From an optimization exercise on the open Yosys and OpenROAD flow, aimed at small area, a short achievable clock period and few clock cycles; shortcuts taken in it are not production practice. Only simulation tests tie the RTL to the original design; equivalence was not proved.

## xoodoo
module xoodoo(
    clk_i,
    rst_i,
    start_i,
    state_valid_o,
    init_reg,
    word_in,
    word_index_in,
    word_enable_in,
    domain_i,
    domain_enable_i,
    word_out
);
    input               clk_i;
    input               rst_i;
    input               start_i;
    output              state_valid_o;
    input               init_reg;
    input      [31:0]   word_in;
    input      [3:0]    word_index_in;   
    input               word_enable_in;
    input      [31:0]   domain_i;
    input               domain_enable_i;
    output     [31:0]   word_out;
    parameter roundPerCycle = 1;
    localparam STEPS = 12 / roundPerCycle;
    reg  [383:0] state_n;        
    wire [383:0] state = ~state_n;
    wire [383:0] round_out_state;
    reg  [3:0]  step;
    reg         running;
    reg         done;
    wire        perm = running | start_i;
    wire        clr  = rst_i | init_reg;
    xoodoo_n_rounds #(.roundPerCycle(roundPerCycle)) rounds_inst(
        .state_n_in(state_n),
        .state_out(round_out_state),
        .step_i(running ? step : 4'd0)
    );
    wire [3:0]  lo;
    wire [2:0]  hi;
    wire [11:0] sel;
    wire [11:0] ps, pn;
    wire        pr = perm & ~clr;
    genvar i, k;
    generate
        for (i = 0; i < 4; i = i + 1) begin : g_lo
            assign lo[i] = (word_index_in[1:0] == i);
        end
  ...
For scale: about 3,600 cells after synthesis, ~110 I/O pins.
==> flow/config.mk <==
export PLATFORM = sky130hd
export DESIGN_NAME = xoodoo
export DESIGN_NICKNAME = xoodoo
export VERILOG_FILES = /design/flow/design.v
export SDC_FILE = /design/flow/constraint.sdc
export NUM_CORES = 4
export LEC_CHECK = 0
export CAP_MARGIN = 5
export CORE_MARGIN = 2
export CORE_UTILIZATION = 35
export SETUP_SLACK_MARGIN = 2.9
export SLEW_MARGIN = 5
export SYNTH_HIERARCHICAL = 1
==> flow/constraint.sdc <==
create_clock -name core_clock -period 6.5 [get_ports {clk_i}]
set_input_delay 1.3000 -clock core_clock [delete_from_list [all_inputs] [get_ports {clk_i}]]
set_output_delay 1.3000 -clock core_clock [all_outputs]
set_load 0.01 [all_outputs]
standard.sh (not shown) runs the stock make flow with config.mk's settings and CLKGATE_MAP_FILE= SYNTH_SCRIPT=/design/flow/synth_recipe.tcl, a recipe that flattens the netlist after the stock synthesis.
==> flow/flow/run.sh <==
#!/bin/bash
# Standard ORFS layout (the standard.sh) with two changes:
# - plain buffers on the ports instead of the delay cells buffer_ports
#   picks by default;
# - clock tree: larger sink clusters and no dummy load cells.
set -euo pipefail
export BUFFER_PORTS_ARGS="-buffer_cell sky130_fd_sc_hd__buf_1"
export CTS_ARGS="-sink_clustering_enable -repair_clock_nets -dont_use_dummy_load -sink_clustering_size 24 -sink_clustering_max_diameter 80 -buf_list {sky130_fd_sc_hd__clkbuf_8 sky130_fd_sc_hd__clkbuf_16}"
bash standard.sh > orfs_flow.log 2>&1
Testbench counts at the start, summed over its fixed seeds: cycles 22,310.
Then changed:
Settings changed: PLACE_DENSITY set to 0.75, SETUP_SLACK_MARGIN 2.9 to 2.7.
Effect: Cell count falls by about 1.3%. Non-clock buffer count falls by 49. Routed wire length falls by about 4%. Worst setup slack degrades by 0.22 ns.
Then changed:
Settings changed: PLACE_DENSITY 0.75 to unset, SETUP_SLACK_MARGIN 2.7 to 2.8.
Result:
- routed wire length grows by 3.9%
- worst setup slack gets better by 0.17 ns
- core utilization grows by 0.42 points
- cell count grows by 0.59%
- design area grows by 1.1%
- count of clock-buffer cells in the layout grows by 5
- first-iteration DRC count grows by 3.1%
Then changed:
Settings changed: SETUP_SLACK_MARGIN 2.8 to 2.7.
Outcome: Die area is unchanged; hold slack barely changes; utilization fell by 0.32 points; non-clock buffer count fell by 9; register-to-register slack is about the same; wire length fell by about 1.5%; design area fell by 0.79%; clock skew fell by 0.0054 ns.
Then changed:
Settings changed: SETUP_SLACK_MARGIN 2.7 to 2.5.
Result: First-iteration DRC count fell by 3.6%; via count fell by 0.63%; cell count fell by 0.77%; design area fell by 1.6%; critical path depth fell by 2; global-route usage fell by 0.59 points; utilization fell by 0.66 points; non-clock buffer count fell by 30.

========
## 03-22
The RTL this note starts from:
==> flow/design.v <==
module xoodoo_rc(
    round_i,
    rc
);
    input  [3:0] round_i;
    output reg [9:0] rc;
    always @(*) begin
        case (round_i)
            4'd0:  rc = 10'h058;
            4'd1:  rc = 10'h038;
            4'd2:  rc = 10'h3C0;
            4'd3:  rc = 10'h0D0;
            4'd4:  rc = 10'h120;
            4'd5:  rc = 10'h014;
            4'd6:  rc = 10'h060;
            4'd7:  rc = 10'h02C;
            4'd8:  rc = 10'h380;
            4'd9:  rc = 10'h0F0;
            4'd10: rc = 10'h1A0;
            4'd11: rc = 10'h012;
            default: rc = 10'h000;
        endcase
    end
endmodule
module xoodoo_xor2(a, b, y);
    input a, b;
    output y;
    assign y = a ^ b;
endmodule
module xoodoo_xnor2(a, b, y);
    input a, b;
    output y;
    assign y = ~(a ^ b);
endmodule
module xoodoo_ornb(a, b, y);
    input a, b;
    output y;
    assign y = a | ~b;
endmodule
module xoodoo_chi(b0, b1, b2, y);
    input b0, b1, b2;
    output y;
    wire n;
    xoodoo_ornb u_n(.a(b1), .b(b2), .y(n));
    xoodoo_xnor2 u_x(.a(b0), .b(n), .y(y));
endmodule
module xoodoo_round(
    state_n_in,
    rc,
    state_out
);
    parameter [9:0] RC_MASK = 10'h3FF;
    input  [383:0] state_n_in;
    input  [9:0]   rc;
    output [383:0] state_out;
    function integer rot;    
        input integer z;
        input integer n;
        begin
            rot = (z + 32 - n) % 32;
        end
    endfunction
    wire [31:0] an [0:2][0:3];    
    wire [31:0] ai [0:2][0:3];    
    wire [31:0] p1 [0:3];
    wire [31:0] p  [0:3];         
    wire [31:0] e  [0:3];
    wire [31:0] t  [0:2][0:3];
    wire [31:0] b  [0:2][0:3];
    wire [31:0] c  [0:2][0:3];
    genvar x, y, z;
    generate
        for (y = 0; y < 3; y = y + 1) begin : g_unpack
            for (x = 0; x < 4; x = x + 1) begin : g_x
                assign an[y][x] = state_n_in[128*y + 32*x +: 32];
                for (z = 0; z < 32; z = z + 1) begin : g_z
                    if (y == 0 && x == 0 && z < 10 && RC_MASK[z]) begin : g_iota
                        xoodoo_xor2 u_i(.a(an[0][0][z]), .b(rc[z]), .y(ai[0][0][z]));
                    end else begin : g_noiota
                        assign ai[y][x][z] = an[y][x][z];
                    end
                end
            end
        end
        for (x = 0; x < 4; x = x + 1) begin : g_theta
            for (z = 0; z < 32; z = z + 1) begin : g_z
                xoodoo_xor2 u_p1(.a(an[0][x][z]), .b(an[1][x][z]), .y(p1[x][z]));
                xoodoo_xor2 u_p (.a(p1[x][z]),    .b(an[2][x][z]), .y(p[x][z]));
                xoodoo_xor2 u_e (.a(p[(x+3)%4][rot(z,5)]), .b(p[(x+3)%4][rot(z,14)]), .y(e[x][z]));
                xoodoo_xnor2 u_t0(.a(ai[0][x][z]), .b(e[x][z]), .y(t[0][x][z]));
                xoodoo_xnor2 u_t1(.a(ai[1][x][z]), .b(e[x][z]), .y(t[1][x][z]));
                xoodoo_xnor2 u_t2(.a(ai[2][x][z]), .b(e[x][z]), .y(t[2][x][z]));
            end
        end
        for (x = 0; x < 4; x = x + 1) begin : g_rhow
            for (z = 0; z < 32; z = z + 1) begin : g_z
                assign b[0][x][z] = t[0][x][z];
                assign b[1][x][z] = t[1][(x+3)%4][z];
                assign b[2][x][z] = t[2][x][rot(z,11)];
            end
        end
        for (x = 0; x < 4; x = x + 1) begin : g_chi
            for (z = 0; z < 32; z = z + 1) begin : g_z
                xoodoo_chi u_c0(.b0(b[0][x][z]), .b1(b[1][x][z]), .b2(b[2][x][z]), .y(c[0][x][z]));
                xoodoo_chi u_c1(.b0(b[1][x][z]), .b1(b[2][x][z]), .b2(b[0][x][z]), .y(c[1][x][z]));
                xoodoo_chi u_c2(.b0(b[2][x][z]), .b1(b[0][x][z]), .b2(b[1][x][z]), .y(c[2][x][z]));
            end
        end
        for (x = 0; x < 4; x = x + 1) begin : g_rhoe
            for (z = 0; z < 32; z = z + 1) begin : g_z
                assign state_out[  0 + 32*x + z] = c[0][x][z];
                assign state_out[128 + 32*x + z] = c[1][x][rot(z,1)];
                assign state_out[256 + 32*x + z] = c[2][(x+2)%4][rot(z,8)];
            end
        end
    endgenerate
endmodule
module xoodoo_n_rounds(
    state_n_in,
    state_out,
    step_i
);
    parameter roundPerCycle = 1;
    input  [383:0] state_n_in;     
    output [383:0] state_out;
    input  [3:0]   step_i;
    function [9:0] rc_mask;
        input integer slot;
        integer k;
        reg [9:0] m;
        begin
            m = 10'h0;
            for (k = slot; k < 12; k = k + roundPerCycle)
                case (k)
                    0: m = m | 10'h058;  1: m = m | 10'h038;  2: m = m | 10'h3C0;
                    3: m = m | 10'h0D0;  4: m = m | 10'h120;  5: m = m | 10'h014;
                    6: m = m | 10'h060;  7: m = m | 10'h02C;  8: m = m | 10'h380;
                    9: m = m | 10'h0F0; 10: m = m | 10'h1A0; 11: m = m | 10'h012;
                    default: m = m;
                endcase
            rc_mask = m;
        end
    endfunction
    wire [383:0] st [0:roundPerCycle];
    assign st[0] = ~state_n_in;
    genvar r;
    generate
        for (r = 0; r < roundPerCycle; r = r + 1) begin : gen_rounds
            wire [9:0] rc;
            wire [3:0] idx = step_i * roundPerCycle + r;
            xoodoo_rc rc_inst(
                .round_i(idx),
                .rc(rc)
            );
            xoodoo_round #(.RC_MASK(rc_mask(r))) round_inst(
                .state_n_in(r == 0 ? state_n_in : ~st[r]),
                .rc(rc),
                .state_out(st[r+1])
            );
        end
    endgenerate
    assign state_out = st[roundPerCycle];
endmodule
module xoodoo_aoi222(a1, a2, b1, b2, c1, c2, y);
    input a1, a2, b1, b2, c1, c2;
    output y;
    assign y = ~((a1 & a2) | (b1 & b2) | (c1 & c2));
endmodule
module xoodoo_mux4(s, d, y);
    input [1:0] s;
    input [3:0] d;
    output y;
    assign y = d[s];
endmodule
module xoodoo_sel3(s, a, b, c, y);
    input [1:0] s;
    input a, b, c;
    output y;
    assign y = s[1] ? (~s[0] & c) : (s[0] ? b : a);
endmodule
module xoodoo_rd(idx, v, y);
    input [3:0] idx;
    input [11:0] v;
    output y;
    wire [2:0] m;
    genvar j;
    generate
        for (j = 0; j < 3; j = j + 1) begin : g_m
            xoodoo_mux4 u_m(.s(idx[1:0]), .d(v[4*j +: 4]), .y(m[j]));
        end
    endgenerate
    xoodoo_sel3 u_o(.s(idx[3:2]), .a(m[0]), .b(m[1]), .c(m[2]), .y(y));
endmodule
module xoodoo(
    clk_i,
    rst_i,
    start_i,
    state_valid_o,
    init_reg,
    word_in,
    word_index_in,
    word_enable_in,
    domain_i,
    domain_enable_i,
    word_out
);
    input               clk_i;
    input               rst_i;
    input               start_i;
    output              state_valid_o;
    input               init_reg;
    input      [31:0]   word_in;
    input      [3:0]    word_index_in;   
    input               word_enable_in;
    input      [31:0]   domain_i;
    input               domain_enable_i;
    output     [31:0]   word_out;
    parameter roundPerCycle = 1;
    localparam STEPS = 12 / roundPerCycle;
    reg  [383:0] state_n;        
    wire [383:0] state = ~state_n;
    wire [383:0] round_out_state;
    reg  [3:0]  step;
    reg         running;
    reg         done;
    wire        perm = running | start_i;
    wire        clr  = rst_i | init_reg;
    xoodoo_n_rounds #(.roundPerCycle(roundPerCycle)) rounds_inst(
        .state_n_in(state_n),
        .state_out(round_out_state),
        .step_i(running ? step : 4'd0)
    );
    wire [11:0] sel;
    wire [11:0] ps, pn;
    wire        pr = perm & ~clr;
    genvar i, k;
    generate
        for (i = 0; i < 12; i = i + 1) begin : g_sel
            assign sel[i] = (word_index_in == i);
            assign pn[i]  = ~perm & ~clr & word_enable_in & sel[i];
            assign ps[i]  = ~perm & ~clr & ~(word_enable_in & sel[i]);
        end
    endgenerate
    wire [31:0] new_word = word_out ^ word_in;
    wire [31:0] dom = domain_enable_i ? domain_i : 32'h0;
    generate
        for (k = 0; k < 32; k = k + 1) begin : g_rd
            wire [11:0] v;
            for (i = 0; i < 12; i = i + 1) begin : g_v
                assign v[i] = state[32*i + k];
            end
            xoodoo_rd u_rd(.idx(word_index_in), .v(v), .y(word_out[k]));
        end
    endgenerate
    wire [383:0] d;
    generate
        for (i = 0; i < 12; i = i + 1) begin : g_w
            for (k = 0; k < 32; k = k + 1) begin : g_b
                wire nv, hv;
                if (i == 11) begin : g_dom
                    assign nv = new_word[k];
                    assign hv = state[32*i + k] ^ dom[k];
                end else begin : g_plain
                    assign nv = new_word[k];
                    assign hv = state[32*i + k];
                end
                xoodoo_aoi222 u_upd(.a1(pr), .a2(round_out_state[32*i + k]),
                                    .b1(pn[i]), .b2(nv), .c1(ps[i]), .c2(hv),
                                    .y(d[32*i + k]));
            end
        end
    endgenerate
    always @(posedge clk_i)
        state_n <= d;
    wire last = running ? (step == STEPS - 1) : (STEPS == 1);
    always @(posedge clk_i) begin
        if (rst_i) begin
            done    <= 1'b0;
            running <= 1'b0;
            step    <= 4'd0;
        end else if (perm) begin
            if (last) begin
                done    <= 1'b1;
                running <= 1'b0;
                step    <= 4'd0;
            end else begin
                done    <= 1'b0;
                running <= 1'b1;
                step    <= (running ? step : 4'd0) + 4'd1;
            end
        end
    end
    assign state_valid_o = done;
endmodule
export LEC_CHECK = 0
export CAP_MARGIN = 20
export CORE_MARGIN = 2
export CORE_UTILIZATION = 35
export SETUP_SLACK_MARGIN = 2.5
export SLEW_MARGIN = 20
export SYNTH_HIERARCHICAL = 1
create_clock -name core_clock -period 6.5 [get_ports {clk_i}]
Scripts as last shown in full above: flow/flow/run.sh
03-22 ended with every stage complete and zero timing, DRC or antenna violations.
Testbench counts of 03-22, summed over its fixed seeds: cycles 22,310.
Changes in 03-02 relative to 03-22:
Settings: a change of SLEW_MARGIN from 20 to 5; a change of CAP_MARGIN from 20 to 5.
## What came out
Post-layout worst setup margin: 03-02 < 03-22. | sequential share of cell area | lower: 03-22 |. Final-layout fill cell count | 03-02 above 03-22. Delta (03-02 minus 03-22): post-route non-filler standard cell count decreased by 17 relative to the old numbers; global routing usage on met3 saw an increase; design area -1.0%. | floorplan core area | 03-22 vs 03-02 | ≈ equal |. 03-22 -> 03-02: clock-pin transition on the worst setup and hold timing paths flat. Against 03-22, 03-02 reports a reg2reg setup slack that is lower.

========
## trial 31
xoodoo, a different RTL version from the one above (not shown whole).
For scale: about 3100 cells after synthesis, ~30000 sq um of cells after synthesis.
==> flow/design.v (excerpt) <==
module xoodoo(
    clk_i,
    rst_i,
    start_i,
    state_valid_o,
    init_reg,
    word_in,
    word_index_in,
    word_enable_in,
    domain_i,
    domain_enable_i,
    word_out
);
clock: 6.5 ns
lec_check: 0
cap_margin: 20
core_margin: 2
core_utilization: 35
cts_buf_list: sky130_fd_sc_hd__clkbuf_4 sky130_fd_sc_hd__clkbuf_8
setup_slack_margin: 2.5
slew_margin: 20
synth_hierarchical: 1
==> flow/flow/run.sh <==
#!/bin/bash
# Standard ORFS layout (the standard.sh) with two changes:
# - plain buffers on the ports instead of the delay cells buffer_ports
#   picks by default;
# - the word_index_in and word_out pins grouped on one edge (flow/io.tcl).
set -euo pipefail
export BUFFER_PORTS_ARGS="-buffer_cell sky130_fd_sc_hd__buf_1"
export IO_CONSTRAINTS="$PWD/flow/io.tcl"
bash standard.sh > orfs_flow.log 2>&1
==> flow/flow/io.tcl <==
# Keep the read path's ports together: word_out is combinational from
# word_index_in, so their pins sit side by side on one edge.
set_io_pin_constraint -group -order -region bottom:* -pin_names {word_out[0] word_out[1] word_out[2] word_out[3] word_out[4] word_out[5] word_out[6] word_out[7] word_out[8] word_out[9] word_out[10] word_out[11] word_out[12] word_out[13] word_out[14] word_out[15] word_index_in[0] word_index_in[1] word_index_in[2] word_index_in[3] word_out[16] word_out[17] word_out[18] word_out[19] word_out[20] word_out[21] word_out[22] word_out[23] word_out[24] word_out[25] word_out[26] word_out[27] word_out[28] word_out[29] word_out[30] word_out[31]}
Trial 31: done, clean on timing, DRC and antenna
Testbench counts of trial 31, summed over its fixed seeds: cycles 22,310.
--- input diff trial 31..trial 13 ---
==> flow/flow/run.sh <==
#!/bin/bash
# Standard ORFS layout (the standard.sh) with plain buffers on the ports
# instead of the delay cells buffer_ports picks by default.
set -euo pipefail
export BUFFER_PORTS_ARGS="-buffer_cell sky130_fd_sc_hd__buf_1"
bash standard.sh > orfs_flow.log 2>&1
removed: flow/flow/io.tcl
Findings:
- Compared with trial 31, trial 13 shows a maximum number of pins on one net before global-route repair that is about 2% higher.
- Cell area ended up 0.87% lower on trial 13 than on trial 31.
- Number of global-route vias before repair in trial 13 vs trial 31: up 127

[afterwards: timing with drivers on the ports]
No port has a modelled driver above. Below, the same layouts with a new extraction and two added sets of constraints.
Step 1 (the two cells are an assumption about what drives the block):
set clk [get_ports {clk_i}]
set_driving_cell -lib_cell sky130_fd_sc_hd__clkbuf_16 $clk
set_driving_cell -lib_cell sky130_fd_sc_hd__buf_2 [delete_from_list [all_inputs] $clk]
Step 2 adds t to the input delays and takes it off the output delays; t is the mean of the earliest and latest rising clock arrival at the registers after step 1. Input paths then give back, and output paths get back, about the clock's delay inside the block.
a / b / c = no drivers / after step 1 / after step 2; a / b = the first two.
run	t (ns)	setup slack, ns	worst hold slack (ns)	latest minus earliest clock arrival (ns)	worst data-port slew with drivers (ns)
the first run of note 1	0.643	2.760 / 2.209 / 2.088	0.465 / 0.465 / 0.465	0.054 / 0.054	0.67
the second run of note 1	0.686	2.536 / 2.409 / 1.881	0.475 / 0.475 / 0.475	0.064 / 0.064	0.34
the third run of note 1	0.647	2.706 / 2.358 / 2.155	0.465 / 0.465 / 0.465	0.056 / 0.056	0.43
the fourth run of note 1	0.641	2.650 / 2.366 / 2.116	0.465 / 0.465 / 0.465	0.053 / 0.053	0.30
the fifth run of note 1	0.643	2.482 / 2.305 / 1.924	0.465 / 0.465 / 0.465	0.050 / 0.051	0.25
03-22	0.693	2.415 / 2.091 / 1.833	0.473 / 0.473 / 0.473	0.059 / 0.059	0.33
03-02	0.705	2.394 / 2.107 / 1.873	0.470 / 0.470 / 0.470	0.085 / 0.084	0.28
trial 31	0.744	2.382 / 2.074 / 1.894	0.462 / 0.462 / 0.462	0.036 / 0.035	0.30
trial 13	0.752	2.461 / 2.111 / 1.854	0.462 / 0.462 / 0.462	0.033 / 0.033	0.37
After both steps every run listed still meets setup and hold. For the first run of note 1, which loses most, drivers alone change the setup slack by -0.551 ns; drivers and shift together by -0.672 ns.
